From an optimization exercise on the open Yosys and OpenROAD flow, aimed at small area; shortcuts taken in it are not production practice. In this exercise RTL edits were held to simulation tests only and were not proved equivalent to the original. Power and IR drop assume default switching activity.

Setup of run 1:
Design I2C_Master, start of the top module:
module I2C_Master (
input	wire [7:0] _Data_in,
input	wire [7:0] _Reg_addr,
input	wire [6:0] _Dev_addr,
input	wire	   clk,rst,_RW_sel,
input	wire	 _SDA_in,
output	reg	 	 SDA_out,
output	reg	 	 SCL_out
);
reg [7:0] Data_in;
reg [7:0] Reg_addr;
reg [6:0] Dev_addr;
reg       RW_sel;
reg [3:0] P;
reg [2:0] j;
reg [2:0] u;
reg       SDA_in;
wire idle = (P[3] & ~P[2] & ~j[0]) | (P[3] & ~P[2] & ~u[2] & ~u[0]) | (P[3] & ~P[2] & ~u[2] & ~u[1]);
wire single = (P[2] & P[0]) | (RW_sel & ~P[3] & ~P[0]) | (~RW_sel & ~P[1] & P[0]) | (~P[2] & P[1] & ~P[0]);
wire selSCL = (~RW_sel & ~P[2] & P[1] & ~j[0]) | (~P[3] & P[2] & ~P[1] & P[0]) | (P[3] & ~P[2] & ~u[2] & ~u[0]) | (P[3] & ~P[2] & ~j[0]) | (P[3] & ~P[2] & ~u[2] & ~u[1]);
wire selN = (~P[3] & P[2] & ~P[0]);
wire selR = (RW_sel & ~P[2] & ~P[1] & ~P[0]);
wire gDEV = (P[3] & ~P[1] & ~P[0]) | (RW_sel & ~P[2] & ~P[1] & P[0]);
wire gDEV2 = (RW_sel & ~P[2] & ~P[1] & P[0]);
wire gREG = (P[3] & P[1] & ~P[0]);
wire gWR = (~RW_sel & ~P[3] & ~P[1] & ~P[0]);
wire A = (P[3] & P[0]) | (~P[3] & P[1] & ~P[0]);
wire stop_end = (~RW_sel & ~P[3] & ~P[2] & P[1] & u[2]) | (~P[3] & P[2] & ~P[1] & P[0] & u[2]);
wire holdR = (~P[3] & P[2]) | (~P[2] & ~P[1] & P[0]) | (RW_sel & ~P[2] & ~P[1]);
wire jumpc = (P[3] & j[2] & j[1] & j[0] & u[2] & u[1] & u[0]);
wire sample = (P[3] & P[2] & P[0]) | (RW_sel & ~P[3] & ~P[2] & P[1]);
  ...
Size in the first run: ~140 cells after synthesis, about 29 I/O pins, roughly 1600 um2 of cells after synthesis.
Settings: LEC_CHECK=0, ABC_AREA=1, CAP_MARGIN=20, CORE_MARGIN=2, CORE_UTILIZATION=40, SLEW_MARGIN=20; clock period 5.0 ns.
standard.sh (not shown) runs the stock make flow with config.mk's settings and CLKGATE_MAP_FILE= SYNTH_SCRIPT=/design/flow/synth_recipe.tcl, a recipe that flattens the netlist after the stock synthesis.
==> flow/flow/run.sh <==
#!/bin/bash
# Own layout flow: the standard ORFS flow (standard.sh) with these changes.
#  - synthesis maps with an area-oriented ABC script (flow/abc_area.script:
#    strash; dch -f; amap) instead of ORFS's delay-driven one; everything else
#    in synthesis, register naming included, is ORFS's own
#  - port buffers use the smallest buffer (buf_1)
#  - after floorplan every logic cell is swapped to its smallest drive
#    strength (repair_design / repair_timing upsize again where needed)
#  - CTS uses clkbuf_4 and inserts no dummy load cells
# Each tool's full output stays in orfs/logs; this script's own output goes
# to run.log in the work folder.
set -euo pipefail
W=$(pwd)
exec > "$W/run.log" 2>&1
rm -rf "$W/scripts_area"
cp -r "$FLOW_HOME/scripts" "$W/scripts_area"
cp "$W/flow/abc_area.script" "$W/scripts_area/abc_area.script"
SCRIPTS_DIR="$W/scripts_area" bash standard.sh synth
export BUFFER_PORTS_ARGS="-buffer_cell sky130_fd_sc_hd__buf_1"
export CTS_ARGS="-sink_clustering_enable -repair_clock_nets -dont_use_dummy_load -buf_list sky130_fd_sc_hd__clkbuf_4 -root_buf sky130_fd_sc_hd__clkbuf_4"
export POST_FLOORPLAN_TCL="$W/flow/downsize.tcl"
bash standard.sh finish
==> flow/flow/abc_area.script <==
strash
dch -f
amap
topo
==> flow/flow/downsize.tcl <==
# Swap every combinational cell to the smallest-area cell with the same
# function (same base name, other drive strength). Timing repair later in
# the flow upsizes again where it must.
proc my_downsize {} {
  set dont_use {}
  if {[info exists ::env(DONT_USE_CELLS)]} { set dont_use $::env(DONT_USE_CELLS) }
  set block [ord::get_db_block]
  set n 0
  foreach inst [$block getInsts] {
    set m [[$inst getMaster] getName]
    if {![regexp {^(sky130_fd_sc_hd__[a-z0-9]+)_([0-9]+)$} $m -> base sz]} { continue }
    if {[regexp {__(df|edf|sdf|sed|dl|tap|fill|decap|conb|clk|lpflow|probe|diode)} $base]} { continue }
    set best $m
    set cur [get_lib_cells -quiet */$m]
    if {$cur eq ""} { continue }
    set besta [get_property $cur area]
    foreach s {0 1 2 3 4 6 8 12 16} {
      set cand ${base}_$s
      if {$cand eq $m || [lsearch -exact $dont_use $cand] >= 0} { continue }
      set lc [get_lib_cells -quiet */$cand]
      if {$lc eq ""} { continue }
      set a [get_property $lc area]
      if {$a < $besta} { set best $cand; set besta $a }
    }
    if {$best ne $m} {
      replace_cell [$inst getName] $best
      incr n
    }
  }
  puts "my_downsize: resized $n instances"
}
my_downsize
No stage failed in run 1, and the final checks on the layout all came back clean.
## Diff of input files: run 2 against run 1
==> flow/flow/run.sh <==
#!/bin/bash
# Own layout flow: the standard ORFS flow with three changes.
#  - port buffers use the smallest buffer (buf_1) instead of the default pick
#  - after floorplan every logic cell is swapped to its smallest drive
#    strength (repair_design / repair_timing upsize again where needed)
#  - CTS inserts no dummy load cells
# Each tool's full output stays in orfs/logs; this script's own output goes
# to run.log in the work folder.
set -euo pipefail
W=$(pwd)
exec > "$W/run.log" 2>&1
export BUFFER_PORTS_ARGS="-buffer_cell sky130_fd_sc_hd__buf_1"
export CTS_ARGS="-sink_clustering_enable -repair_clock_nets -dont_use_dummy_load -buf_list sky130_fd_sc_hd__clkbuf_4 -root_buf sky130_fd_sc_hd__clkbuf_4"
export POST_FLOORPLAN_TCL="$W/flow/downsize.tcl"
bash standard.sh finish
removed: flow/flow/abc_area.script
--- outcome ---
In run 2, the width of the die came out 3.3 um above the value in run 1. Lower highest achievable clock rate goes to run 1 over run 2. Cmp run 2 vs run 1: length of routed met3 wiring lower in run 2. In terms of register clock-pin slew on the reported worst setup and hold paths, run 2 and run 1 differ only marginally. Number of setup violations in the final report: run 1 vs run 2 identical. For run 2, the start point of the critical path was SCL_out$_DFF_P_, unlike run 1, where it was j[0]$_SDFFE_PP0P_. The total design power in run 1 is 0.886 times that in run 2. Layout cell share with drive strength beyond 1: run 2 > run 1. Between run 2 and run 1, the global routing met2 resource utilization is higher for run 1. SCL_out as the last element of the critical path was reported by run 2, and SDA_out$_DFF_P_ by run 1. Relative to run 1, smallest setup slack after layout has gone up in run 2.

[separate check: timing with driven ports]
Ports are ideal in the flow. The routed layouts listed here were re-timed in OpenROAD.
Step 1 assumes that a clkbuf_16 drives the clock port and a buf_2 every other input.
Step 2 times the ports against the registers' clock, not the clock port: input delays grow and output delays shrink by t, the midpoint of the rising clock arrivals with the driver on.
Slacks: no drivers / after step 1 / after step 2; pairs: no drivers / after step 1.
run | t (ns) | setup WS [ns] | worst hold slack (ns) | worst setup path after step 2 | worst data-port slew with drivers (ns)
run 1 | 0.359 | 2.665 / 2.665 / 2.665 | 0.430 / 0.430 / 0.430 | register to register | 0.03
run 2 | 0.354 | 3.098 / 3.075 / 3.018 | 0.449 / 0.449 / 0.449 | input to register | 0.03
After both steps setup and hold are still met in every run listed. For run 2, which loses most, drivers alone change the setup slack by -0.023 ns; drivers and shift together by -0.080 ns.
